From an optimization exercise on the open Yosys and OpenROAD flow, aimed at small area and a short achievable clock period; shortcuts taken in it are not production practice.
No functional check of the RTL was part of this run.

File: flow/config.mk
export PLATFORM = sky130hd
export DESIGN_NAME = montgomery_top
export DESIGN_NICKNAME = montgomery_top
export VERILOG_FILES = /design/flow/design.v
export SDC_FILE = /design/flow/constraint.sdc
export NUM_CORES = 4
export LEC_CHECK = 0
export ABC_CLOCK_PERIOD_IN_PS = 3500
export CAP_MARGIN = 20
export CORE_MARGIN = 2
export CORE_UTILIZATION = 65
export CTS_BUF_LIST = sky130_fd_sc_hd__clkbuf_8
export CTS_CLUSTER_SIZE = 40
export SETUP_SLACK_MARGIN = 4.4
export SLEW_MARGIN = 20
export SYNTH_HIERARCHICAL = 1
File: flow/constraint.sdc
create_clock -name core_clock -period 8.0 [get_ports {clk}]
set_input_delay 1.6000 -clock core_clock [delete_from_list [all_inputs] [get_ports {clk}]]
set_output_delay 1.6000 -clock core_clock [all_outputs]
set_load 0.01 [all_outputs]
File: flow/design.v
module mm_fa (input a, input b, input c, output s, output co);
assign s  = a ^ b ^ c;
assign co = (a & b) | (c & (a ^ b));
endmodule
module mm_ha (input a, input b, output s, output co);
assign s  = a ^ b;
assign co = a & b;
endmodule
module montgomery_multiply (
    input           clk,
    input   [11:0]  a0,
    input   [11:0]  b0,
    output  [11:0]  r
);
reg [9:0] plo1;
reg [0:0] cy1;
reg [12:0] px1;
reg [12:0] py1;
reg [23:0] p2r;
reg [12:0] qhn3;
reg [12:0] pl3;
reg [12:0] r4;
wire w1;
wire w2;
wire w3;
wire w4;
wire w5;
wire w6;
wire w7;
wire w8;
wire w9;
wire w10;
wire w11;
wire w12;
wire w13;
wire w14;
wire w15;
wire w16;
wire w17;
wire w18;
wire w19;
wire w20;
wire w21;
wire w22;
wire w23;
wire w24;
wire w25;
wire w26;
wire w27;
wire w28;
wire w29;
wire w30;
wire w31;
wire w32;
wire w33;
wire w34;
wire w35;
wire w36;
wire w37;
wire w38;
wire w39;
wire w40;
wire w41;
wire w42;
wire w43;
wire w44;
wire w45;
wire w46;
wire w47;
wire w48;
wire w49;
wire w50;
wire w51;
wire w52;
wire w53;
wire w54;
wire w55;
wire w56;
wire w57;
wire w58;
wire w59;
wire w60;
wire w61;
wire w62;
wire w63;
wire w64;
wire w65;
wire w66;
wire w67;
wire w68;
wire w69;
wire w70;
wire w71;
wire w72;
wire w73;
wire w74;
wire w75;
wire w76;
wire w77;
wire w78;
wire w79;
wire w80;
wire w81;
wire w82;
wire w83;
wire w84;
wire w85;
wire w86;
wire w87;
wire w88;
wire w89;
wire w90;
wire w91;
wire w92;
wire w93;
wire w94;
wire w95;
wire w96;
wire w97;
wire w98;
wire w99;
wire w100;
wire w101;
wire w102;
wire w103;
wire w104;
wire w105;
wire w106;
wire w107;
wire w108;
wire w109;
wire w110;
wire w111;
wire w112;
wire w113;
wire w114;
wire w115;
wire w116;
wire w117;
wire w118;
wire w119;
wire w120;
wire w121;
wire w122;
wire w123;
wire w124;
wire w125;
wire w126;
wire w127;
wire w128;
wire w129;
wire w130;
wire w131;
wire w132;
wire w133;
wire w134;
wire w135;
wire w136;
wire w137;
wire w138;
wire w139;
wire w140;
wire w141;
wire w142;
wire w143;
wire w144;
wire w145;
wire w146;
wire w147;
wire w148;
wire w149;
wire w150;
wire w151;
wire w152;
wire w153;
wire w154;
wire w155;
wire w156;
wire w157;
wire w158;
wire w159;
wire w160;
wire w161;
wire w162;
wire w163;
wire w164;
wire w165;
wire w166;
wire w167;
wire w168;
wire w169;
wire w170;
wire w171;
wire w172;
wire w173;
wire w174;
wire w175;
wire w176;
wire w177;
wire w178;
wire w179;
wire w180;
wire w181;
wire w182;
wire w183;
wire w184;
wire w185;
wire w186;
wire w187;
wire w188;
wire w189;
wire w190;
wire w191;
wire w192;
wire w193;
wire w194;
wire w195;
wire w196;
wire w197;
wire w198;
wire w199;
wire w200;
wire w201;
wire w202;
wire w203;
wire w204;
wire w205;
wire w206;
wire w207;
wire w208;
wire w209;
wire w210;
wire w211;
wire w212;
wire w213;
wire w214;
wire w215;
wire w216;
wire w217;
wire w218;
wire w219;
wire w220;
wire w221;
wire w222;
wire w223;
wire w224;
wire w225;
wire w226;
wire w227;
wire w228;
wire w229;
wire w230;
wire w231;
wire w232;
wire w233;
wire w234;
wire w235;
wire w236;
wire w237;
wire w238;
wire w239;
wire w240;
wire w241;
wire w242;
wire w243;
wire w244;
wire w245;
wire w246;
wire w247;
wire w248;
wire w249;
wire w250;
wire w251;
wire w252;
wire w253;
wire w254;
wire w255;
wire w256;
wire w257;
wire w258;
wire w259;
wire w260;
wire w261;
wire w262;
wire w263;
wire w264;
wire w265;
wire w266;
wire w267;
wire w268;
wire w269;
wire w270;
wire w271;
wire w272;
wire w273;
wire w274;
wire w275;
wire w276;
wire w277;
wire w278;
wire w279;
wire w280;
wire w281;
wire w282;
wire w283;
wire w284;
wire w285;
wire w286;
wire w287;
wire w288;
wire w289;
wire w290;
wire w291;
wire w292;
wire w293;
wire w294;
wire w295;
wire w296;
wire w297;
wire w298;
wire w299;
wire w300;
wire w301;
wire w302;
wire w303;
wire w304;
wire w305;
wire w306;
wire w307;
wire w308;
wire w309;
wire w310;
wire w311;
wire w312;
wire w313;
wire w314;
wire w315;
wire w316;
wire w317;
wire w318;
wire w319;
wire w320;
wire w321;
wire w322;
wire w323;
wire w324;
wire w325;
wire w326;
wire w327;
wire w328;
wire w329;
wire w330;
wire w331;
wire w332;
wire w333;
wire w334;
wire w335;
wire w336;
wire w337;
wire w338;
wire w339;
wire w340;
wire w341;
wire w342;
wire w343;
wire w344;
wire w345;
wire w346;
wire w347;
wire w348;
wire w349;
wire w350;
wire w351;
wire w352;
wire w353;
wire w354;
wire w355;
wire w356;
wire w357;
wire w358;
wire w359;
wire w360;
wire w361;
wire w362;
wire w363;
wire w364;
wire w365;
wire w366;
wire w367;
wire w368;
wire w369;
wire w370;
wire w371;
wire w372;
wire w373;
wire w374;
wire w375;
wire w376;
wire w377;
wire w378;
wire w379;
wire w380;
wire w381;
wire w382;
wire w383;
wire w384;
wire w385;
wire w386;
wire w387;
wire w388;
wire w389;
wire w390;
wire w391;
wire w392;
wire w393;
wire w394;
wire w395;
wire w396;
wire w397;
wire w398;
wire w399;
wire w400;
wire w401;
wire w402;
wire w403;
wire w404;
wire w405;
wire w406;
wire w407;
wire w408;
wire w409;
wire w410;
wire w411;
wire w412;
wire w413;
wire w414;
wire w415;
wire w416;
wire w417;
wire w418;
wire w419;
wire w420;
wire w421;
wire w422;
wire w423;
wire w424;
wire w425;
wire w426;
wire w427;
wire w428;
wire w429;
wire w430;
wire w431;
wire w432;
wire w433;
wire w434;
wire w435;
wire w436;
wire w437;
wire w438;
wire w439;
wire w440;
wire w441;
wire w442;
wire w443;
wire w444;
wire w445;
wire w446;
wire w447;
wire w448;
wire w449;
wire w450;
wire w451;
wire w452;
wire w453;
wire w454;
wire w455;
wire w456;
wire w457;
wire w458;
wire w459;
wire w460;
wire w461;
wire w462;
wire w463;
wire w464;
wire w465;
wire w466;
wire w467;
wire w468;
wire w469;
wire w470;
wire w471;
wire w472;
wire w473;
wire w474;
wire w475;
wire w476;
wire w477;
wire w478;
wire w479;
wire w480;
wire w481;
wire w482;
wire w483;
wire w484;
wire w485;
wire w486;
wire w487;
wire w488;
wire w489;
wire w490;
wire w491;
wire w492;
wire w493;
wire w494;
wire w495;
wire w496;
wire w497;
wire w498;
wire w499;
wire w500;
wire w501;
wire w502;
wire w503;
wire w504;
wire w505;
wire w506;
wire w507;
wire w508;
wire w509;
wire w510;
wire w511;
wire w512;
wire w513;
wire w514;
wire w515;
wire w516;
wire w517;
wire w518;
wire w519;
wire w520;
wire w521;
wire w522;
wire w523;
wire w524;
wire w525;
wire w526;
wire w527;
wire w528;
wire w529;
wire w530;
wire w531;
wire w532;
wire w533;
wire w534;
wire w535;
wire w536;
wire w537;
wire w538;
wire w539;
wire w540;
wire w541;
wire w542;
wire w543;
wire w544;
wire w545;
wire w546;
wire w547;
wire w548;
wire w549;
wire w550;
wire w551;
wire w552;
wire w553;
wire w554;
wire w555;
wire w556;
wire w557;
wire w558;
wire w559;
wire w560;
wire w561;
wire w562;
wire w563;
wire w564;
wire w565;
wire w566;
wire w567;
wire w568;
wire w569;
wire w570;
wire w571;
wire w572;
wire w573;
wire w574;
wire w575;
wire w576;
wire w577;
wire w578;
wire w579;
wire w580;
wire w581;
wire w582;
wire w583;
wire w584;
wire w585;
wire w586;
wire w587;
wire w588;
wire w589;
wire w590;
wire w591;
wire w592;
wire w593;
wire w594;
wire w595;
wire w596;
wire w597;
wire w598;
wire w599;
wire w600;
wire w601;
wire w602;
wire w603;
wire w604;
wire w605;
wire w606;
wire w607;
wire w608;
wire w609;
wire w610;
wire w611;
wire w612;
wire w613;
wire w614;
wire w615;
wire w616;
wire w617;
wire w618;
wire w619;
wire w620;
wire w621;
wire w622;
wire w623;
wire w624;
wire w625;
wire w626;
wire w627;
wire w628;
wire w629;
wire w630;
wire w631;
wire w632;
wire w633;
wire w634;
wire w635;
wire w636;
wire w637;
wire w638;
wire w639;
wire w640;
wire w641;
wire w642;
wire w643;
wire w644;
wire w645;
wire w646;
wire w647;
wire w648;
wire w649;
wire w650;
wire w651;
wire w652;
wire w653;
wire w654;
wire w655;
wire w656;
wire w657;
wire w658;
wire w659;
wire w660;
wire w661;
wire w662;
wire w663;
wire w664;
wire w665;
wire w666;
wire w667;
wire w668;
wire w669;
wire w670;
wire w671;
wire w672;
wire w673;
wire w674;
wire w675;
wire w676;
wire w677;
wire w678;
wire w679;
wire w680;
wire w681;
wire w682;
wire w683;
wire w684;
wire w685;
wire w686;
wire w687;
wire w688;
wire w689;
wire w690;
wire w691;
wire w692;
wire w693;
wire w694;
wire w695;
wire w696;
wire w697;
wire w698;
wire w699;
wire w700;
wire w701;
wire w702;
wire w703;
wire w704;
wire w705;
wire w706;
wire w707;
wire w708;
wire w709;
wire w710;
wire w711;
wire w712;
wire w713;
wire w714;
wire w715;
wire w716;
wire w717;
wire w718;
wire w719;
wire w720;
wire w721;
wire w722;
wire w723;
wire w724;
wire w725;
wire w726;
wire w727;
wire w728;
wire w729;
wire w730;
wire w731;
wire w732;
wire w733;
wire w734;
wire w735;
wire w736;
wire w737;
wire w738;
wire w739;
wire w740;
wire w741;
wire w742;
wire w743;
wire w744;
wire w745;
wire w746;
wire w747;
wire w748;
wire w749;
wire w750;
wire w751;
wire w752;
wire w753;
wire w754;
wire w755;
wire w756;
wire w757;
wire w758;
wire w759;
wire w760;
wire w761;
wire w762;
wire w763;
wire w764;
wire w765;
wire w766;
wire w767;
wire w768;
wire w769;
wire w770;
wire w771;
wire w772;
wire w773;
wire w774;
wire w775;
wire w776;
wire w777;
wire w778;
wire w779;
wire w780;
wire w781;
wire w782;
wire w783;
wire w784;
wire w785;
wire w786;
wire w787;
wire w788;
wire w789;
wire w790;
wire w791;
wire w792;
assign w1 = ~(a0[0] & b0[0]);
assign w2 = ~(a0[0] & b0[1]);
assign w3 = ~(a0[0] & b0[2]);
assign w4 = ~(a0[0] & b0[3]);
assign w5 = ~(a0[0] & b0[4]);
assign w6 = ~(a0[0] & b0[5]);
assign w7 = ~(a0[0] & b0[6]);
assign w8 = ~(a0[0] & b0[7]);
assign w9 = ~(a0[0] & b0[8]);
assign w10 = ~(a0[0] & b0[9]);
assign w11 = ~(a0[0] & b0[10]);
assign w12 = ~(a0[0] & b0[11]);
assign w13 = ~(a0[1] & b0[0]);
assign w14 = ~(a0[1] & b0[1]);
assign w15 = ~(a0[1] & b0[2]);
assign w16 = ~(a0[1] & b0[3]);
assign w17 = ~(a0[1] & b0[4]);
assign w18 = ~(a0[1] & b0[5]);
assign w19 = ~(a0[1] & b0[6]);
assign w20 = ~(a0[1] & b0[7]);
assign w21 = ~(a0[1] & b0[8]);
assign w22 = ~(a0[1] & b0[9]);
assign w23 = ~(a0[1] & b0[10]);
assign w24 = ~(a0[1] & b0[11]);
assign w25 = ~(a0[2] & b0[0]);
assign w26 = ~(a0[2] & b0[1]);
assign w27 = ~(a0[2] & b0[2]);
assign w28 = ~(a0[2] & b0[3]);
assign w29 = ~(a0[2] & b0[4]);
assign w30 = ~(a0[2] & b0[5]);
assign w31 = ~(a0[2] & b0[6]);
assign w32 = ~(a0[2] & b0[7]);
assign w33 = ~(a0[2] & b0[8]);
assign w34 = ~(a0[2] & b0[9]);
assign w35 = ~(a0[2] & b0[10]);
assign w36 = ~(a0[2] & b0[11]);
assign w37 = ~(a0[3] & b0[0]);
assign w38 = ~(a0[3] & b0[1]);
assign w39 = ~(a0[3] & b0[2]);
assign w40 = ~(a0[3] & b0[3]);
assign w41 = ~(a0[3] & b0[4]);
assign w42 = ~(a0[3] & b0[5]);
assign w43 = ~(a0[3] & b0[6]);
assign w44 = ~(a0[3] & b0[7]);
assign w45 = ~(a0[3] & b0[8]);
assign w46 = ~(a0[3] & b0[9]);
assign w47 = ~(a0[3] & b0[10]);
assign w48 = ~(a0[3] & b0[11]);
assign w49 = ~(a0[4] & b0[0]);
assign w50 = ~(a0[4] & b0[1]);
assign w51 = ~(a0[4] & b0[2]);
assign w52 = ~(a0[4] & b0[3]);
assign w53 = ~(a0[4] & b0[4]);
assign w54 = ~(a0[4] & b0[5]);
assign w55 = ~(a0[4] & b0[6]);
assign w56 = ~(a0[4] & b0[7]);
assign w57 = ~(a0[4] & b0[8]);
assign w58 = ~(a0[4] & b0[9]);
assign w59 = ~(a0[4] & b0[10]);
assign w60 = ~(a0[4] & b0[11]);
assign w61 = ~(a0[5] & b0[0]);
assign w62 = ~(a0[5] & b0[1]);
assign w63 = ~(a0[5] & b0[2]);
assign w64 = ~(a0[5] & b0[3]);
assign w65 = ~(a0[5] & b0[4]);
assign w66 = ~(a0[5] & b0[5]);
assign w67 = ~(a0[5] & b0[6]);
assign w68 = ~(a0[5] & b0[7]);
assign w69 = ~(a0[5] & b0[8]);
assign w70 = ~(a0[5] & b0[9]);
assign w71 = ~(a0[5] & b0[10]);
assign w72 = ~(a0[5] & b0[11]);
assign w73 = ~(a0[6] & b0[0]);
assign w74 = ~(a0[6] & b0[1]);
assign w75 = ~(a0[6] & b0[2]);
assign w76 = ~(a0[6] & b0[3]);
assign w77 = ~(a0[6] & b0[4]);
assign w78 = ~(a0[6] & b0[5]);
assign w79 = ~(a0[6] & b0[6]);
assign w80 = ~(a0[6] & b0[7]);
assign w81 = ~(a0[6] & b0[8]);
assign w82 = ~(a0[6] & b0[9]);
assign w83 = ~(a0[6] & b0[10]);
assign w84 = ~(a0[6] & b0[11]);
assign w85 = ~(a0[7] & b0[0]);
assign w86 = ~(a0[7] & b0[1]);
assign w87 = ~(a0[7] & b0[2]);
assign w88 = ~(a0[7] & b0[3]);
assign w89 = ~(a0[7] & b0[4]);
assign w90 = ~(a0[7] & b0[5]);
assign w91 = ~(a0[7] & b0[6]);
assign w92 = ~(a0[7] & b0[7]);
assign w93 = ~(a0[7] & b0[8]);
assign w94 = ~(a0[7] & b0[9]);
assign w95 = ~(a0[7] & b0[10]);
assign w96 = ~(a0[7] & b0[11]);
assign w97 = ~(a0[8] & b0[0]);
assign w98 = ~(a0[8] & b0[1]);
assign w99 = ~(a0[8] & b0[2]);
assign w100 = ~(a0[8] & b0[3]);
assign w101 = ~(a0[8] & b0[4]);
assign w102 = ~(a0[8] & b0[5]);
assign w103 = ~(a0[8] & b0[6]);
assign w104 = ~(a0[8] & b0[7]);
assign w105 = ~(a0[8] & b0[8]);
assign w106 = ~(a0[8] & b0[9]);
assign w107 = ~(a0[8] & b0[10]);
assign w108 = ~(a0[8] & b0[11]);
assign w109 = ~(a0[9] & b0[0]);
assign w110 = ~(a0[9] & b0[1]);
assign w111 = ~(a0[9] & b0[2]);
assign w112 = ~(a0[9] & b0[3]);
assign w113 = ~(a0[9] & b0[4]);
assign w114 = ~(a0[9] & b0[5]);
assign w115 = ~(a0[9] & b0[6]);
assign w116 = ~(a0[9] & b0[7]);
assign w117 = ~(a0[9] & b0[8]);
assign w118 = ~(a0[9] & b0[9]);
assign w119 = ~(a0[9] & b0[10]);
assign w120 = ~(a0[9] & b0[11]);
assign w121 = ~(a0[10] & b0[0]);
assign w122 = ~(a0[10] & b0[1]);
assign w123 = ~(a0[10] & b0[2]);
assign w124 = ~(a0[10] & b0[3]);
assign w125 = ~(a0[10] & b0[4]);
assign w126 = ~(a0[10] & b0[5]);
assign w127 = ~(a0[10] & b0[6]);
assign w128 = ~(a0[10] & b0[7]);
assign w129 = ~(a0[10] & b0[8]);
assign w130 = ~(a0[10] & b0[9]);
assign w131 = ~(a0[10] & b0[10]);
assign w132 = ~(a0[10] & b0[11]);
assign w133 = ~(a0[11] & b0[0]);
assign w134 = ~(a0[11] & b0[1]);
assign w135 = ~(a0[11] & b0[2]);
assign w136 = ~(a0[11] & b0[3]);
assign w137 = ~(a0[11] & b0[4]);
assign w138 = ~(a0[11] & b0[5]);
assign w139 = ~(a0[11] & b0[6]);
assign w140 = ~(a0[11] & b0[7]);
assign w141 = ~(a0[11] & b0[8]);
assign w142 = ~(a0[11] & b0[9]);
assign w143 = ~(a0[11] & b0[10]);
assign w144 = ~(a0[11] & b0[11]);
mm_fa u_w145 (.a(w10), .b(w21), .c(w32), .s(w145), .co(w146));
mm_fa u_w147 (.a(w11), .b(w22), .c(w33), .s(w147), .co(w148));
mm_fa u_w149 (.a(w44), .b(w55), .c(w66), .s(w149), .co(w150));
mm_fa u_w151 (.a(w12), .b(w23), .c(w34), .s(w151), .co(w152));
mm_fa u_w153 (.a(w45), .b(w56), .c(w67), .s(w153), .co(w154));
mm_fa u_w155 (.a(w78), .b(w89), .c(w100), .s(w155), .co(w156));
mm_fa u_w157 (.a(w24), .b(w35), .c(w46), .s(w157), .co(w158));
mm_fa u_w159 (.a(w57), .b(w68), .c(w79), .s(w159), .co(w160));
mm_fa u_w161 (.a(w90), .b(w101), .c(w112), .s(w161), .co(w162));
mm_fa u_w163 (.a(w36), .b(w47), .c(w58), .s(w163), .co(w164));
mm_fa u_w165 (.a(w69), .b(w80), .c(w91), .s(w165), .co(w166));
mm_fa u_w167 (.a(w48), .b(w59), .c(w70), .s(w167), .co(w168));
mm_fa u_w169 (.a(w7), .b(w18), .c(w29), .s(w169), .co(w170));
mm_fa u_w171 (.a(w8), .b(w19), .c(w30), .s(w171), .co(w172));
mm_fa u_w173 (.a(w41), .b(w52), .c(w63), .s(w173), .co(w174));
mm_fa u_w175 (.a(w9), .b(w20), .c(w31), .s(w175), .co(w176));
mm_fa u_w177 (.a(w42), .b(w53), .c(w64), .s(w177), .co(w178));
mm_fa u_w179 (.a(w75), .b(w86), .c(w97), .s(w179), .co(w180));
mm_fa u_w181 (.a(w43), .b(w54), .c(w65), .s(w181), .co(w182));
mm_fa u_w183 (.a(w76), .b(w87), .c(w98), .s(w183), .co(w184));
mm_fa u_w185 (.a(w109), .b(w145), .c(1'b1), .s(w185), .co(w186));
mm_fa u_w187 (.a(w77), .b(w88), .c(w99), .s(w187), .co(w188));
mm_fa u_w189 (.a(w110), .b(w121), .c(w146), .s(w189), .co(w190));
mm_fa u_w191 (.a(w147), .b(w149), .c(1'b1), .s(w191), .co(w192));
mm_fa u_w193 (.a(w111), .b(w122), .c(w133), .s(w193), .co(w194));
mm_fa u_w195 (.a(w148), .b(w150), .c(w151), .s(w195), .co(w196));
mm_fa u_w197 (.a(w153), .b(w155), .c(1'b1), .s(w197), .co(w198));
mm_fa u_w199 (.a(w123), .b(w134), .c(w152), .s(w199), .co(w200));
mm_fa u_w201 (.a(w154), .b(w156), .c(w157), .s(w201), .co(w202));
mm_fa u_w203 (.a(w159), .b(w161), .c(1'b1), .s(w203), .co(w204));
mm_fa u_w205 (.a(w102), .b(w113), .c(w124), .s(w205), .co(w206));
mm_fa u_w207 (.a(w135), .b(w158), .c(w160), .s(w207), .co(w208));
mm_fa u_w209 (.a(w162), .b(w163), .c(w165), .s(w209), .co(w210));
mm_fa u_w211 (.a(w81), .b(w92), .c(w103), .s(w211), .co(w212));
mm_fa u_w213 (.a(w114), .b(w125), .c(w136), .s(w213), .co(w214));
mm_fa u_w215 (.a(w164), .b(w166), .c(w167), .s(w215), .co(w216));
mm_fa u_w217 (.a(w60), .b(w71), .c(w82), .s(w217), .co(w218));
mm_fa u_w219 (.a(w93), .b(w104), .c(w115), .s(w219), .co(w220));
mm_fa u_w221 (.a(w126), .b(w137), .c(w168), .s(w221), .co(w222));
mm_fa u_w223 (.a(w72), .b(w83), .c(w94), .s(w223), .co(w224));
mm_fa u_w225 (.a(w105), .b(w116), .c(w127), .s(w225), .co(w226));
mm_fa u_w227 (.a(w84), .b(w95), .c(w106), .s(w227), .co(w228));
mm_fa u_w229 (.a(w5), .b(w16), .c(w27), .s(w229), .co(w230));
mm_fa u_w231 (.a(w6), .b(w17), .c(w28), .s(w231), .co(w232));
mm_fa u_w233 (.a(w39), .b(w50), .c(w61), .s(w233), .co(w234));
mm_fa u_w235 (.a(w40), .b(w51), .c(w62), .s(w235), .co(w236));
mm_fa u_w237 (.a(w73), .b(w169), .c(1'b1), .s(w237), .co(w238));
mm_fa u_w239 (.a(w74), .b(w85), .c(w170), .s(w239), .co(w240));
mm_fa u_w241 (.a(w171), .b(w173), .c(1'b1), .s(w241), .co(w242));
mm_fa u_w243 (.a(w172), .b(w174), .c(w175), .s(w243), .co(w244));
mm_fa u_w245 (.a(w177), .b(w179), .c(1'b1), .s(w245), .co(w246));
mm_fa u_w247 (.a(w176), .b(w178), .c(w180), .s(w247), .co(w248));
mm_fa u_w249 (.a(w181), .b(w183), .c(w185), .s(w249), .co(w250));
mm_fa u_w251 (.a(w182), .b(w184), .c(w186), .s(w251), .co(w252));
mm_fa u_w253 (.a(w187), .b(w189), .c(w191), .s(w253), .co(w254));
mm_fa u_w255 (.a(w188), .b(w190), .c(w192), .s(w255), .co(w256));
mm_fa u_w257 (.a(w193), .b(w195), .c(w197), .s(w257), .co(w258));
mm_fa u_w259 (.a(w194), .b(w196), .c(w198), .s(w259), .co(w260));
mm_fa u_w261 (.a(w199), .b(w201), .c(w203), .s(w261), .co(w262));
mm_fa u_w263 (.a(w200), .b(w202), .c(w204), .s(w263), .co(w264));
mm_fa u_w265 (.a(w205), .b(w207), .c(w209), .s(w265), .co(w266));
mm_fa u_w267 (.a(w206), .b(w208), .c(w210), .s(w267), .co(w268));
mm_fa u_w269 (.a(w211), .b(w213), .c(w215), .s(w269), .co(w270));
mm_fa u_w271 (.a(w212), .b(w214), .c(w216), .s(w271), .co(w272));
mm_fa u_w273 (.a(w217), .b(w219), .c(w221), .s(w273), .co(w274));
mm_fa u_w275 (.a(w138), .b(w218), .c(w220), .s(w275), .co(w276));
mm_fa u_w277 (.a(w222), .b(w223), .c(w225), .s(w277), .co(w278));
mm_fa u_w279 (.a(w117), .b(w128), .c(w139), .s(w279), .co(w280));
mm_fa u_w281 (.a(w224), .b(w226), .c(w227), .s(w281), .co(w282));
mm_fa u_w283 (.a(w96), .b(w107), .c(w118), .s(w283), .co(w284));
mm_fa u_w285 (.a(w129), .b(w140), .c(w228), .s(w285), .co(w286));
mm_fa u_w287 (.a(w108), .b(w119), .c(w130), .s(w287), .co(w288));
mm_fa u_w289 (.a(w4), .b(w15), .c(w26), .s(w289), .co(w290));
mm_fa u_w291 (.a(w38), .b(w49), .c(w229), .s(w291), .co(w292));
mm_fa u_w293 (.a(w230), .b(w231), .c(w233), .s(w293), .co(w294));
mm_fa u_w295 (.a(w232), .b(w234), .c(w235), .s(w295), .co(w296));
mm_fa u_w297 (.a(w236), .b(w238), .c(w239), .s(w297), .co(w298));
mm_fa u_w299 (.a(w240), .b(w242), .c(w243), .s(w299), .co(w300));
mm_fa u_w301 (.a(w244), .b(w246), .c(w247), .s(w301), .co(w302));
mm_fa u_w303 (.a(w248), .b(w250), .c(w251), .s(w303), .co(w304));
mm_fa u_w305 (.a(w252), .b(w254), .c(w255), .s(w305), .co(w306));
mm_fa u_w307 (.a(w256), .b(w258), .c(w259), .s(w307), .co(w308));
mm_fa u_w309 (.a(w260), .b(w262), .c(w263), .s(w309), .co(w310));
mm_fa u_w311 (.a(w264), .b(w266), .c(w267), .s(w311), .co(w312));
mm_fa u_w313 (.a(w268), .b(w270), .c(w271), .s(w313), .co(w314));
mm_fa u_w315 (.a(w272), .b(w274), .c(w275), .s(w315), .co(w316));
mm_fa u_w317 (.a(w276), .b(w278), .c(w279), .s(w317), .co(w318));
mm_fa u_w319 (.a(w280), .b(w282), .c(w283), .s(w319), .co(w320));
mm_fa u_w321 (.a(w141), .b(w284), .c(w286), .s(w321), .co(w322));
mm_fa u_w323 (.a(w120), .b(w131), .c(w142), .s(w323), .co(w324));
mm_fa u_w325 (.a(w3), .b(w14), .c(w25), .s(w325), .co(w326));
mm_fa u_w327 (.a(w37), .b(w289), .c(1'b1), .s(w327), .co(w328));
mm_fa u_w329 (.a(w290), .b(w291), .c(1'b1), .s(w329), .co(w330));
mm_fa u_w331 (.a(w292), .b(w293), .c(1'b1), .s(w331), .co(w332));
mm_fa u_w333 (.a(w237), .b(w294), .c(w295), .s(w333), .co(w334));
mm_fa u_w335 (.a(w241), .b(w296), .c(w297), .s(w335), .co(w336));
mm_fa u_w337 (.a(w245), .b(w298), .c(w299), .s(w337), .co(w338));
mm_fa u_w339 (.a(w249), .b(w300), .c(w301), .s(w339), .co(w340));
mm_fa u_w341 (.a(w253), .b(w302), .c(w303), .s(w341), .co(w342));
mm_fa u_w343 (.a(w257), .b(w304), .c(w305), .s(w343), .co(w344));
mm_fa u_w345 (.a(w261), .b(w306), .c(w307), .s(w345), .co(w346));
mm_fa u_w347 (.a(w265), .b(w308), .c(w309), .s(w347), .co(w348));
mm_fa u_w349 (.a(w269), .b(w310), .c(w311), .s(w349), .co(w350));
mm_fa u_w351 (.a(w273), .b(w312), .c(w313), .s(w351), .co(w352));
mm_fa u_w353 (.a(w277), .b(w314), .c(w315), .s(w353), .co(w354));
mm_fa u_w355 (.a(w281), .b(w316), .c(w317), .s(w355), .co(w356));
mm_fa u_w357 (.a(w285), .b(w318), .c(w319), .s(w357), .co(w358));
mm_fa u_w359 (.a(w287), .b(w320), .c(w321), .s(w359), .co(w360));
mm_fa u_w361 (.a(w288), .b(w322), .c(w323), .s(w361), .co(w362));
mm_fa u_w363 (.a(w132), .b(w143), .c(w324), .s(w363), .co(w364));
assign w365 = w1 & 1'b1;
assign w366 = w1 ^ 1'b1;
assign w367 = w2 & w13;
assign w368 = w2 ^ w13;
assign w369 = w325 & 1'b1;
assign w370 = w325 ^ 1'b1;
assign w371 = w326 & w327;
assign w372 = w326 ^ w327;
assign w373 = w328 & w329;
assign w374 = w328 ^ w329;
assign w375 = w330 & w331;
assign w376 = w330 ^ w331;
assign w377 = w332 & w333;
assign w378 = w332 ^ w333;
assign w379 = w334 & w335;
assign w380 = w334 ^ w335;
assign w381 = w336 & w337;
assign w382 = w336 ^ w337;
assign w383 = w338 & w339;
assign w384 = w338 ^ w339;
assign w385 = w365 | (w366 & 1'b1);
assign w386 = w367 | (w368 & w385);
assign w387 = w368 & w366;
assign w388 = w371 | (w372 & w369);
assign w389 = w372 & w370;
assign w390 = w375 | (w376 & w373);
assign w391 = w376 & w374;
assign w392 = w379 | (w380 & w377);
assign w393 = w380 & w378;
assign w394 = w383 | (w384 & w381);
assign w395 = w384 & w382;
assign w396 = w369 | (w370 & w386);
assign w397 = w370 & w387;
assign w398 = w388 | (w389 & w386);
assign w399 = w389 & w387;
assign w400 = w377 | (w378 & w390);
assign w401 = w378 & w391;
assign w402 = w392 | (w393 & w390);
assign w403 = w393 & w391;
assign w404 = 1'b0 & w395;
assign w405 = w373 | (w374 & w398);
assign w406 = w374 & w399;
assign w407 = w390 | (w391 & w398);
assign w408 = w391 & w399;
assign w409 = w400 | (w401 & w398);
assign w410 = w401 & w399;
assign w411 = w402 | (w403 & w398);
assign w412 = w403 & w399;
assign w413 = w381 | (w382 & w411);
assign w414 = w382 & w412;
assign w415 = w394 | (w395 & w411);
assign w416 = w395 & w412;
assign w417 = w404 & w411;
assign w418 = w404 & w412;
assign w419 = w366 ^ 1'b1;
assign w420 = w368 ^ w385;
assign w421 = w370 ^ w386;
assign w422 = w372 ^ w396;
assign w423 = w374 ^ w398;
assign w424 = w376 ^ w405;
assign w425 = w378 ^ w407;
assign w426 = w380 ^ w409;
assign w427 = w382 ^ w411;
assign w428 = w384 ^ w413;
assign w429 = 1'b0 ^ w415;
assign w430 = px1[0] & py1[0];
assign w431 = px1[0] ^ py1[0];
assign w432 = px1[1] & py1[1];
assign w433 = px1[1] ^ py1[1];
assign w434 = px1[2] & py1[2];
assign w435 = px1[2] ^ py1[2];
assign w436 = px1[3] & py1[3];
assign w437 = px1[3] ^ py1[3];
assign w438 = px1[4] & py1[4];
assign w439 = px1[4] ^ py1[4];
assign w440 = px1[5] & py1[5];
assign w441 = px1[5] ^ py1[5];
assign w442 = px1[6] & py1[6];
assign w443 = px1[6] ^ py1[6];
assign w444 = w430 | (w431 & cy1[0]);
assign w445 = w432 | (w433 & w444);
assign w446 = w433 & w431;
assign w447 = w434 | (w435 & w445);
assign w448 = w435 & w446;
assign w449 = w436 | (w437 & w447);
assign w450 = w437 & w448;
assign w451 = w438 | (w439 & w449);
assign w452 = w439 & w450;
assign w453 = w440 | (w441 & w451);
assign w454 = w441 & w452;
assign w455 = w442 | (w443 & w453);
assign w456 = w443 & w454;
assign w457 = 1'b0 & w456;
assign w458 = w431 ^ cy1[0];
assign w459 = w433 ^ w444;
assign w460 = w435 ^ w445;
assign w461 = w437 ^ w447;
assign w462 = w439 ^ w449;
assign w463 = w441 ^ w451;
assign w464 = w443 ^ w453;
assign w465 = 1'b0 ^ w455;
assign w466 = px1[7] & py1[7];
assign w467 = px1[7] ^ py1[7];
assign w468 = px1[8] & py1[8];
assign w469 = px1[8] ^ py1[8];
assign w470 = px1[9] & py1[9];
assign w471 = px1[9] ^ py1[9];
assign w472 = px1[10] & py1[10];
assign w473 = px1[10] ^ py1[10];
assign w474 = px1[11] & py1[11];
assign w475 = px1[11] ^ py1[11];
assign w476 = px1[12] & py1[12];
assign w477 = px1[12] ^ py1[12];
assign w478 = 1'b1 & 1'b1;
assign w479 = 1'b1 ^ 1'b1;
assign w480 = w466 | (w467 & w465);
assign w481 = w468 | (w469 & w480);
assign w482 = w469 & w467;
assign w483 = w472 | (w473 & w470);
assign w484 = w473 & w471;
assign w485 = w476 | (w477 & w474);
assign w486 = w477 & w475;
assign w487 = w470 | (w471 & w481);
assign w488 = w471 & w482;
assign w489 = w483 | (w484 & w481);
assign w490 = w484 & w482;
assign w491 = w478 | (w479 & w485);
assign w492 = w479 & w486;
assign w493 = w474 | (w475 & w489);
assign w494 = w475 & w490;
assign w495 = w485 | (w486 & w489);
assign w496 = w486 & w490;
assign w497 = w491 | (w492 & w489);
assign w498 = w492 & w490;
assign w499 = w467 ^ w465;
assign w500 = w469 ^ w480;
assign w501 = w471 ^ w481;
assign w502 = w473 ^ w487;
assign w503 = w475 ^ w489;
assign w504 = w477 ^ w493;
assign w505 = w479 ^ w495;
mm_ha u_w506 (.a(p2r[12]), .b(p2r[14]), .s(w506), .co(w507));
mm_ha u_w508 (.a(p2r[13]), .b(p2r[15]), .s(w508), .co(w509));
mm_ha u_w510 (.a(p2r[14]), .b(p2r[16]), .s(w510), .co(w511));
mm_ha u_w512 (.a(p2r[15]), .b(p2r[17]), .s(w512), .co(w513));
mm_ha u_w514 (.a(p2r[10]), .b(p2r[12]), .s(w514), .co(w515));
mm_fa u_w516 (.a(p2r[13]), .b(~p2r[17]), .c(~p2r[19]), .s(w516), .co(w517));
mm_fa u_w518 (.a(~p2r[18]), .b(~p2r[20]), .c(p2r[11]), .s(w518), .co(w519));
mm_fa u_w520 (.a(~p2r[19]), .b(~p2r[21]), .c(w507), .s(w520), .co(w521));
mm_fa u_w522 (.a(~p2r[20]), .b(~p2r[22]), .c(w509), .s(w522), .co(w523));
mm_fa u_w524 (.a(~p2r[21]), .b(~p2r[23]), .c(w511), .s(w524), .co(w525));
mm_fa u_w526 (.a(p2r[18]), .b(~p2r[22]), .c(~p2r[16]), .s(w526), .co(w527));
mm_fa u_w528 (.a(p2r[19]), .b(~p2r[23]), .c(p2r[16]), .s(w528), .co(w529));
mm_ha u_w530 (.a(p2r[18]), .b(p2r[20]), .s(w530), .co(w531));
mm_ha u_w532 (.a(p2r[11]), .b(~p2r[15]), .s(w532), .co(w533));
mm_fa u_w534 (.a(~p2r[16]), .b(~p2r[18]), .c(w514), .s(w534), .co(w535));
mm_fa u_w536 (.a(~p2r[11]), .b(w515), .c(w516), .s(w536), .co(w537));
mm_fa u_w538 (.a(w506), .b(w517), .c(w518), .s(w538), .co(w539));
mm_fa u_w540 (.a(w508), .b(w519), .c(w520), .s(w540), .co(w541));
mm_fa u_w542 (.a(w510), .b(w521), .c(w522), .s(w542), .co(w543));
mm_fa u_w544 (.a(w512), .b(w523), .c(w524), .s(w544), .co(w545));
mm_fa u_w546 (.a(w513), .b(w525), .c(w526), .s(w546), .co(w547));
mm_fa u_w548 (.a(~p2r[17]), .b(w527), .c(w528), .s(w548), .co(w549));
mm_fa u_w550 (.a(p2r[17]), .b(w529), .c(w530), .s(w550), .co(w551));
mm_fa u_w552 (.a(p2r[21]), .b(~p2r[19]), .c(w531), .s(w552), .co(w553));
mm_fa u_w554 (.a(p2r[22]), .b(p2r[19]), .c(~p2r[20]), .s(w554), .co(w555));
mm_fa u_w556 (.a(p2r[23]), .b(p2r[20]), .c(~p2r[21]), .s(w556), .co(w557));
mm_ha u_w558 (.a(p2r[21]), .b(~p2r[22]), .s(w558), .co(w559));
mm_ha u_w560 (.a(p2r[22]), .b(~p2r[23]), .s(w560), .co(w561));
assign w562 = ~p2r[17] & w532;
assign w563 = ~p2r[17] ^ w532;
assign w564 = w533 & w534;
assign w565 = w533 ^ w534;
assign w566 = w535 & w536;
assign w567 = w535 ^ w536;
assign w568 = w537 & w538;
assign w569 = w537 ^ w538;
assign w570 = w539 & w540;
assign w571 = w539 ^ w540;
assign w572 = w541 & w542;
assign w573 = w541 ^ w542;
assign w574 = w543 & w544;
assign w575 = w543 ^ w544;
assign w576 = w545 & w546;
assign w577 = w545 ^ w546;
assign w578 = w547 & w548;
assign w579 = w547 ^ w548;
assign w580 = w549 & w550;
assign w581 = w549 ^ w550;
assign w582 = w551 & w552;
assign w583 = w551 ^ w552;
assign w584 = w553 & w554;
assign w585 = w553 ^ w554;
assign w586 = w555 & w556;
assign w587 = w555 ^ w556;
assign w588 = w557 & w558;
assign w589 = w557 ^ w558;
assign w590 = w559 & w560;
assign w591 = w559 ^ w560;
assign w592 = ~p2r[23] & w561;
assign w593 = ~p2r[23] ^ w561;
assign w594 = w564 | (w565 & w562);
assign w595 = w565 & w563;
assign w596 = w568 | (w569 & w566);
assign w597 = w569 & w567;
assign w598 = w572 | (w573 & w570);
assign w599 = w573 & w571;
assign w600 = w576 | (w577 & w574);
assign w601 = w577 & w575;
assign w602 = w580 | (w581 & w578);
assign w603 = w581 & w579;
assign w604 = w584 | (w585 & w582);
assign w605 = w585 & w583;
assign w606 = w588 | (w589 & w586);
assign w607 = w589 & w587;
assign w608 = w592 | (w593 & w590);
assign w609 = w593 & w591;
assign w610 = w566 | (w567 & w594);
assign w611 = w567 & w595;
assign w612 = w596 | (w597 & w594);
assign w613 = w597 & w595;
assign w614 = w574 | (w575 & w598);
assign w615 = w575 & w599;
assign w616 = w600 | (w601 & w598);
assign w617 = w601 & w599;
assign w618 = w582 | (w583 & w602);
assign w619 = w583 & w603;
assign w620 = w604 | (w605 & w602);
assign w621 = w605 & w603;
assign w622 = w590 | (w591 & w606);
assign w623 = w591 & w607;
assign w624 = w608 | (w609 & w606);
assign w625 = w609 & w607;
assign w626 = w570 | (w571 & w612);
assign w627 = w571 & w613;
assign w628 = w598 | (w599 & w612);
assign w629 = w599 & w613;
assign w630 = w614 | (w615 & w612);
assign w631 = w615 & w613;
assign w632 = w616 | (w617 & w612);
assign w633 = w617 & w613;
assign w634 = w586 | (w587 & w620);
assign w635 = w587 & w621;
assign w636 = w606 | (w607 & w620);
assign w637 = w607 & w621;
assign w638 = w622 | (w623 & w620);
assign w639 = w623 & w621;
assign w640 = w624 | (w625 & w620);
assign w641 = w625 & w621;
assign w642 = w578 | (w579 & w632);
assign w643 = w579 & w633;
assign w644 = w602 | (w603 & w632);
assign w645 = w603 & w633;
assign w646 = w618 | (w619 & w632);
assign w647 = w619 & w633;
assign w648 = w620 | (w621 & w632);
assign w649 = w621 & w633;
assign w650 = w634 | (w635 & w632);
assign w651 = w635 & w633;
assign w652 = w636 | (w637 & w632);
assign w653 = w637 & w633;
assign w654 = w638 | (w639 & w632);
assign w655 = w639 & w633;
assign w656 = w640 | (w641 & w632);
assign w657 = w641 & w633;
assign w658 = w565 ^ w562;
assign w659 = w567 ^ w594;
assign w660 = w569 ^ w610;
assign w661 = w571 ^ w612;
assign w662 = w573 ^ w626;
assign w663 = w575 ^ w628;
assign w664 = w577 ^ w630;
assign w665 = w579 ^ w632;
assign w666 = w581 ^ w642;
assign w667 = w583 ^ w644;
assign w668 = w585 ^ w646;
assign w669 = w587 ^ w648;
assign w670 = w589 ^ w650;
assign w671 = w591 ^ w652;
assign w672 = w593 ^ w654;
mm_fa u_w673 (.a(qhn3[11]), .b(qhn3[3]), .c(qhn3[1]), .s(w673), .co(w674));
mm_fa u_w675 (.a(pl3[12]), .b(qhn3[12]), .c(qhn3[4]), .s(w675), .co(w676));
mm_ha u_w677 (.a(qhn3[2]), .b(qhn3[1]), .s(w677), .co(w678));
mm_ha u_w679 (.a(pl3[9]), .b(qhn3[9]), .s(w679), .co(w680));
mm_fa u_w681 (.a(qhn3[10]), .b(qhn3[2]), .c(qhn3[0]), .s(w681), .co(w682));
mm_fa u_w683 (.a(qhn3[0]), .b(pl3[10]), .c(~pl3[11]), .s(w683), .co(w684));
mm_fa u_w685 (.a(pl3[11]), .b(w674), .c(w675), .s(w685), .co(w686));
mm_ha u_w687 (.a(pl3[1]), .b(qhn3[1]), .s(w687), .co(w688));
mm_ha u_w689 (.a(pl3[2]), .b(qhn3[2]), .s(w689), .co(w690));
mm_ha u_w691 (.a(pl3[3]), .b(qhn3[3]), .s(w691), .co(w692));
mm_ha u_w693 (.a(pl3[4]), .b(qhn3[4]), .s(w693), .co(w694));
mm_ha u_w695 (.a(pl3[5]), .b(qhn3[5]), .s(w695), .co(w696));
mm_ha u_w697 (.a(pl3[6]), .b(qhn3[6]), .s(w697), .co(w698));
mm_ha u_w699 (.a(pl3[7]), .b(qhn3[7]), .s(w699), .co(w700));
mm_fa u_w701 (.a(qhn3[8]), .b(qhn3[0]), .c(~pl3[8]), .s(w701), .co(w702));
mm_fa u_w703 (.a(qhn3[1]), .b(pl3[8]), .c(w679), .s(w703), .co(w704));
mm_fa u_w705 (.a(~pl3[10]), .b(w680), .c(w681), .s(w705), .co(w706));
mm_fa u_w707 (.a(w673), .b(w682), .c(w683), .s(w707), .co(w708));
mm_fa u_w709 (.a(w677), .b(w684), .c(w685), .s(w709), .co(w710));
assign w711 = qhn3[0] & ~pl3[0];
assign w712 = qhn3[0] ^ ~pl3[0];
assign w713 = pl3[0] & w687;
assign w714 = pl3[0] ^ w687;
assign w715 = w688 & w689;
assign w716 = w688 ^ w689;
assign w717 = w690 & w691;
assign w718 = w690 ^ w691;
assign w719 = w692 & w693;
assign w720 = w692 ^ w693;
assign w721 = w694 & w695;
assign w722 = w694 ^ w695;
assign w723 = w696 & w697;
assign w724 = w696 ^ w697;
assign w725 = w698 & w699;
assign w726 = w698 ^ w699;
assign w727 = w700 & w701;
assign w728 = w700 ^ w701;
assign w729 = w702 & w703;
assign w730 = w702 ^ w703;
assign w731 = w704 & w705;
assign w732 = w704 ^ w705;
assign w733 = w706 & w707;
assign w734 = w706 ^ w707;
assign w735 = w708 & w709;
assign w736 = w708 ^ w709;
assign w737 = w713 | (w714 & w711);
assign w738 = w714 & w712;
assign w739 = w717 | (w718 & w715);
assign w740 = w718 & w716;
assign w741 = w721 | (w722 & w719);
assign w742 = w722 & w720;
assign w743 = w725 | (w726 & w723);
assign w744 = w726 & w724;
assign w745 = w729 | (w730 & w727);
assign w746 = w730 & w728;
assign w747 = w733 | (w734 & w731);
assign w748 = w734 & w732;
assign w749 = w715 | (w716 & w737);
assign w750 = w716 & w738;
assign w751 = w739 | (w740 & w737);
assign w752 = w740 & w738;
assign w753 = w723 | (w724 & w741);
assign w754 = w724 & w742;
assign w755 = w743 | (w744 & w741);
assign w756 = w744 & w742;
assign w757 = w731 | (w732 & w745);
assign w758 = w732 & w746;
assign w759 = w747 | (w748 & w745);
assign w760 = w748 & w746;
assign w761 = w719 | (w720 & w751);
assign w762 = w720 & w752;
assign w763 = w741 | (w742 & w751);
assign w764 = w742 & w752;
assign w765 = w753 | (w754 & w751);
assign w766 = w754 & w752;
assign w767 = w755 | (w756 & w751);
assign w768 = w756 & w752;
assign w769 = w735 | (w736 & w759);
assign w770 = w736 & w760;
assign w771 = w727 | (w728 & w767);
assign w772 = w728 & w768;
assign w773 = w745 | (w746 & w767);
assign w774 = w746 & w768;
assign w775 = w757 | (w758 & w767);
assign w776 = w758 & w768;
assign w777 = w759 | (w760 & w767);
assign w778 = w760 & w768;
assign w779 = w769 | (w770 & w767);
assign w780 = w770 & w768;
assign w781 = w714 ^ w711;
assign w782 = w716 ^ w737;
assign w783 = w718 ^ w749;
assign w784 = w720 ^ w751;
assign w785 = w722 ^ w761;
assign w786 = w724 ^ w763;
assign w787 = w726 ^ w765;
assign w788 = w728 ^ w767;
assign w789 = w730 ^ w771;
assign w790 = w732 ^ w773;
assign w791 = w734 ^ w775;
assign w792 = w736 ^ w777;
always @(posedge clk) begin
    plo1[0] <= ~w419;
    plo1[1] <= ~w420;
    plo1[2] <= ~w421;
    plo1[3] <= ~w422;
    plo1[4] <= ~w423;
    plo1[5] <= ~w424;
    plo1[6] <= ~w425;
    plo1[7] <= ~w426;
    plo1[8] <= ~w427;
    plo1[9] <= ~w428;
    cy1[0] <= w429;
    px1[0] <= w340;
    px1[1] <= w342;
    px1[2] <= w344;
    px1[3] <= w346;
    px1[4] <= w348;
    px1[5] <= w350;
    px1[6] <= w352;
    px1[7] <= w354;
    px1[8] <= w356;
    px1[9] <= w358;
    px1[10] <= w360;
    px1[11] <= w362;
    px1[12] <= w144;
    py1[0] <= w341;
    py1[1] <= w343;
    py1[2] <= w345;
    py1[3] <= w347;
    py1[4] <= w349;
    py1[5] <= w351;
    py1[6] <= w353;
    py1[7] <= w355;
    py1[8] <= w357;
    py1[9] <= w359;
    py1[10] <= w361;
    py1[11] <= w363;
    py1[12] <= w364;
    p2r[0] <= plo1[0];
    p2r[1] <= plo1[1];
    p2r[2] <= plo1[2];
    p2r[3] <= plo1[3];
    p2r[4] <= plo1[4];
    p2r[5] <= plo1[5];
    p2r[6] <= plo1[6];
    p2r[7] <= plo1[7];
    p2r[8] <= plo1[8];
    p2r[9] <= plo1[9];
    p2r[10] <= ~w458;
    p2r[11] <= ~w459;
    p2r[12] <= ~w460;
    p2r[13] <= ~w461;
    p2r[14] <= ~w462;
    p2r[15] <= ~w463;
    p2r[16] <= ~w464;
    p2r[17] <= ~w499;
    p2r[18] <= ~w500;
    p2r[19] <= ~w501;
    p2r[20] <= ~w502;
    p2r[21] <= ~w503;
    p2r[22] <= ~w504;
    p2r[23] <= ~w505;
    qhn3[0] <= ~w660;
    qhn3[1] <= ~w661;
    qhn3[2] <= ~w662;
    qhn3[3] <= ~w663;
    qhn3[4] <= ~w664;
    qhn3[5] <= ~w665;
    qhn3[6] <= ~w666;
    qhn3[7] <= ~w667;
    qhn3[8] <= ~w668;
    qhn3[9] <= ~w669;
    qhn3[10] <= ~w670;
    qhn3[11] <= ~w671;
    qhn3[12] <= ~w672;
    pl3[0] <= p2r[0];
    pl3[1] <= p2r[1];
    pl3[2] <= p2r[2];
    pl3[3] <= p2r[3];
    pl3[4] <= p2r[4];
    pl3[5] <= p2r[5];
    pl3[6] <= p2r[6];
    pl3[7] <= p2r[7];
    pl3[8] <= p2r[8];
    pl3[9] <= p2r[9];
    pl3[10] <= p2r[10];
    pl3[11] <= p2r[11];
    pl3[12] <= p2r[12];
    r4[0] <= w712;
    r4[1] <= w781;
    r4[2] <= w782;
    r4[3] <= w783;
    r4[4] <= w784;
    r4[5] <= w785;
    r4[6] <= w786;
    r4[7] <= w787;
    r4[8] <= w788;
    r4[9] <= w789;
    r4[10] <= w790;
    r4[11] <= w791;
    r4[12] <= w792;
end
assign r = r4[11:0] + ({12{r4[12]}} & 12'd3329);
endmodule
module montgomery_top (
    input           clk     ,
    input           rst_n   ,
    input           en      ,
    input   [11:0]  a       ,
    input   [11:0]  b       ,
    output          busy    ,
    output          done    ,
    output  [11:0]  r
);
reg [4:0] vld;
always @(posedge clk) begin
    if (!rst_n) vld <= 5'd0;
    else        vld <= {vld[3:0], en};
end
assign done = vld[4];
assign busy = en | done;
reg [11:0] a0, b0;
always @(posedge clk) begin
    a0 <= a;
    b0 <= b;
end
montgomery_multiply u_mm (.clk(clk), .a0(a0), .b0(b0), .r(r));
endmodule
File: flow/flow/run.sh
#!/bin/bash
# Standard layout, with the port buffers made from the smallest plain buffer and
# no dummy loads in the clock tree.
set -euo pipefail
bash standard.sh "BUFFER_PORTS_ARGS=-buffer_cell sky130_fd_sc_hd__buf_1" \
  "CTS_ARGS=-sink_clustering_enable -repair_clock_nets -dont_use_dummy_load -sink_clustering_size 40 -buf_list sky130_fd_sc_hd__clkbuf_8" \
  finish > standard_flow.log 2>&1
File: flow/standard.sh
#!/bin/bash
# synth_recipe.tcl (not shown) runs the flow's synth.tcl, then flattens the netlist and writes it again
# the make line also repeats each setting of config.mk as NAME=value (left out here)
make -C /OpenROAD-flow-scripts/flow DESIGN_CONFIG=/design/flow/config.mk WORK_HOME=/design/flow/orfs CLKGATE_MAP_FILE= SYNTH_SCRIPT=/design/flow/synth_recipe.tcl "${@:-finish}"
==> run notes <==
[modules after synthesis, one instance, submodules excluded]
| module | flip-flops and latches | cells | times used | area, µm² |
|---|---|---|---|---|
| montgomery_multiply | 100 | 500 | 1 | 4570 |
| mm_ha | 0 | 1 | 18 | 12.5 |
| montgomery_top | 29 | 35 | 1 | 618 |
| mm_fa | 0 | 1 | 139 | 20.0 |
[cell usage in the layout (no fill, tap or decap), types with 13 or more instances in the layout]
cell type	n
xnor2_1	23
xor2_1	13
ha_1	57
dfxtp_1	108
nand2_1	147
buf_1	37
clkbuf_8	17
fa_1	146
buf_4	14
inv_1	49
a21o_1	13
[layout make-up]
type / count / area, µm² / area share [%]
clock buffers: 17 / 234 / 2.59
inverters: 53 / 199 / 2.21
multi-input cells: 495 / 5470 / 60.7
flip-flops and latches: 129 / 2630 / 29.2
well taps: 172 / 215 / 2.39
repair buffers: 55 / 270 / 3.00
[registers in the layout (all words and copies together) (netlist names), 12 cells and up]
name,cells
u_mm.p2r,24
b0,12
u_mm.px1,13
u_mm.qhn3,13
u_mm.py1,13
u_mm.pl3,13
u_mm.r4,13
a0,12
[repair_timing]
item                       4_1_cts  5_1_grt
hold buffers                     0        0
buffers inserted                 9        6
resized for setup               24       27
pin swaps                        4       12
cloned                           0        0
setup endpoints to repair       10       16
[cells by family after synthesis]
| logic type | share of synthesized area [%] |
|---|---|
| fa+ha+maj | 47.7 |
| simple gates | 9.59 |
| flops | 31.5 |
| buf+inv | 3.53 |
| compound gates | 3.74 |
| xor+xnor | 3.85 |
| other cells | 0.0458 |
[worst max path at each step]
stage                        end  slack [ps]  depth (start not counted)
floorplan           u_mm.p2r[21]        3920                         15
global placement    u_mm.p2r[21]        3840                         15
detailed placement  u_mm.p2r[21]        3820                         15
CTS                 u_mm.p2r[21]        3800                         15
global route        u_mm.p2r[21]        3680                         15
finish              u_mm.p2r[21]        3810                         15
[layer usage]
| layer | part of all wire, % | wire length [µm] | track usage (%) | up-vias |
|---|---|---|---|---|
| li1 | - | - | - | 2241 |
| met1 | 41 | 5860 | 28.1 | 2410 |
| met2 | 51 | 7330 | 40.3 | 172 |
| met3 | 6.6 | 948 | 7.11 | 18 |
| met4 | 1.6 | 229 | 9.92 | 0 |
| met5 | 0 | 0 | 0 | - |
[per-stage QoR]
stage | worst slack (ps) | hold slack [ps]
final | 3810 | 328
after global routing | 3680 | 333
after CTS | 3800 | 331
after detailed placement | 3820 | 313
after global placement | 3840 | 313
after floorplan | 3920 | 310
[critical path: stages (launching register included)]
cell	delay (ps)
dfxtp_2	340
fa_2	200
inv_2	40
fa_2	330
fa_2	360
fa_2	350
fa_2	340
fa_2	350
fa_2	340
fa_2	340
fa_2	340
inv_2	70
a21o_1	100
a21o_1	140
fa_2	430
inv_1	60
==> results.toml <==
[yosys]
synth_top_area_share_pct = 38.6
synthArstFlopShare_pct = 0
netlist_area_mm2 = 0.00820
ys_seq_area_share_pct = 31.5
synth_area_leaders = "fa_1, dfxtp_1, ha_1"
yosysTopAreaCell = "fa_1"
avgSynthCellArea_um2 = 11.8
ys_top_cells_by_count = "fa_1, nand2_1, dfxtp_1, ha_1, inv_1"
yosys_register_bits = 129
yosys.cell_count.top_type = "fa_1"
postSynthCellCount = 692
synth_edf_count = 0
ys.flop_type = "dfxtp_1"
synth_cell_types = 37
ys_warn_count = 8

[clocking]
root_buffer = "clkbuf_8"
cts_tree = "yes"
clk-insertion-delay-late_ps = 420
cts_sinks = 129
cts_buffers = 17
cts_max_level = 4
clk_path_buf_depth = 2
clk_pin_slew_worst_paths_ps = 70

[cells_and_area]
n_fill_cell = 887
final_area_mm2 = 0.00902
finalNonFillerCells = 921
fin_nets = 996
layout-drive-gt1-share_pct = 11.6
antenna_cells = 0
area_growth_pct = 10.1
final_util_pct = 72.4

[sta]
tns_ps = 0
hold_viol_final = 0
max_freq_ghz = 0.239
period_share_pct = 52.4
min_period_ps = 4190
worstMarginPinSlew_ps = 520
slew_viol_final = 0
fin_skew_ps = 20.3
rsz0062_at_grt = "true"
relSlewSlack_pct = 65.3
final-setup-viol-count = 0

[routing]
drt-total-wl_um = 14400
drc = 0
drt_pass1_iterations = 4
detail-route-antenna-nets = 0
drtIter0Drc = 194
wl_per_cell_um = 15.6
via_per_inst = 5.26
route.vias.total = 4841

[floorplanning]
die_w_um = 116
std_cell_rows = 41
die_h_um = 116
coreArea_mm2 = 0.0125
start_util_pct = 65.8
boundaryPins = 41
dieArea_mm2 = 0.0135

[placed_design]
dp.final_hpwl_um = 11400
placed_area_mm2 = 0.00853
port_buffers = 40
dp.cells = 889
gp_congestion = 0.862

[worst_setup_path]
ff2ff_setup_slack_ps = 3810
startpoint_type = "flop"
cp-startpoint = "u_mm.cy1"
r2r-start = "u_mm.cy1"
cp.required_ps = 8360
criticalPathCategory = "flop to flop"
reg2reg_depth = 15
critPathCaptureType = "flop"
rr_endpoint = "u_mm.p2r[21]"
crit_arrival_ps = 4550
critPathMaxFanout = 2

[grt]
grt_usage_pct = 23.6
grt_pass1_vias = 5370
grt_pass1_wl_um = 23900
grt_start_max_net_pins = 17
grt-ovfl-total = 0
antenna_found_initial = 0

[min_path]
hold_start = "u_mm.plo1[8]"
worst_hold_path_type = "flop to flop"
hold_depth = 0
hold_end = "u_mm.p2r[8]"

[flow_run]
cap_violations = 0

[run_status]
status = "no timing/DRC/antenna violations"

## static timing again, ports no longer ideal
In the flow no input, the clock included, has a driving cell. The finished layout below was timed again as built, in two steps. Step 1, drivers: a clkbuf_16 drives clk and a buf_2 each remaining input, both assumed. Step 2 adds t to the input delays and takes it off the output delays; t is the mean of the earliest and latest rising clock arrival at the registers after step 1. Input paths then give back, and output paths get back, about the clock's delay inside the block. Three values: ideal ports, drivers, drivers and shift; two values: the first two.
t, ns: 0.447
slack for setup (ns): 3.812 / 3.812 / 3.812
worst data-port slew with drivers (ns): 0.03
pins driven straight from the clock port: 1
After both steps setup and hold are still met in this run. The setup slack of this run moves by 0.000 ns with the drivers and by 0.000 ns with both steps.
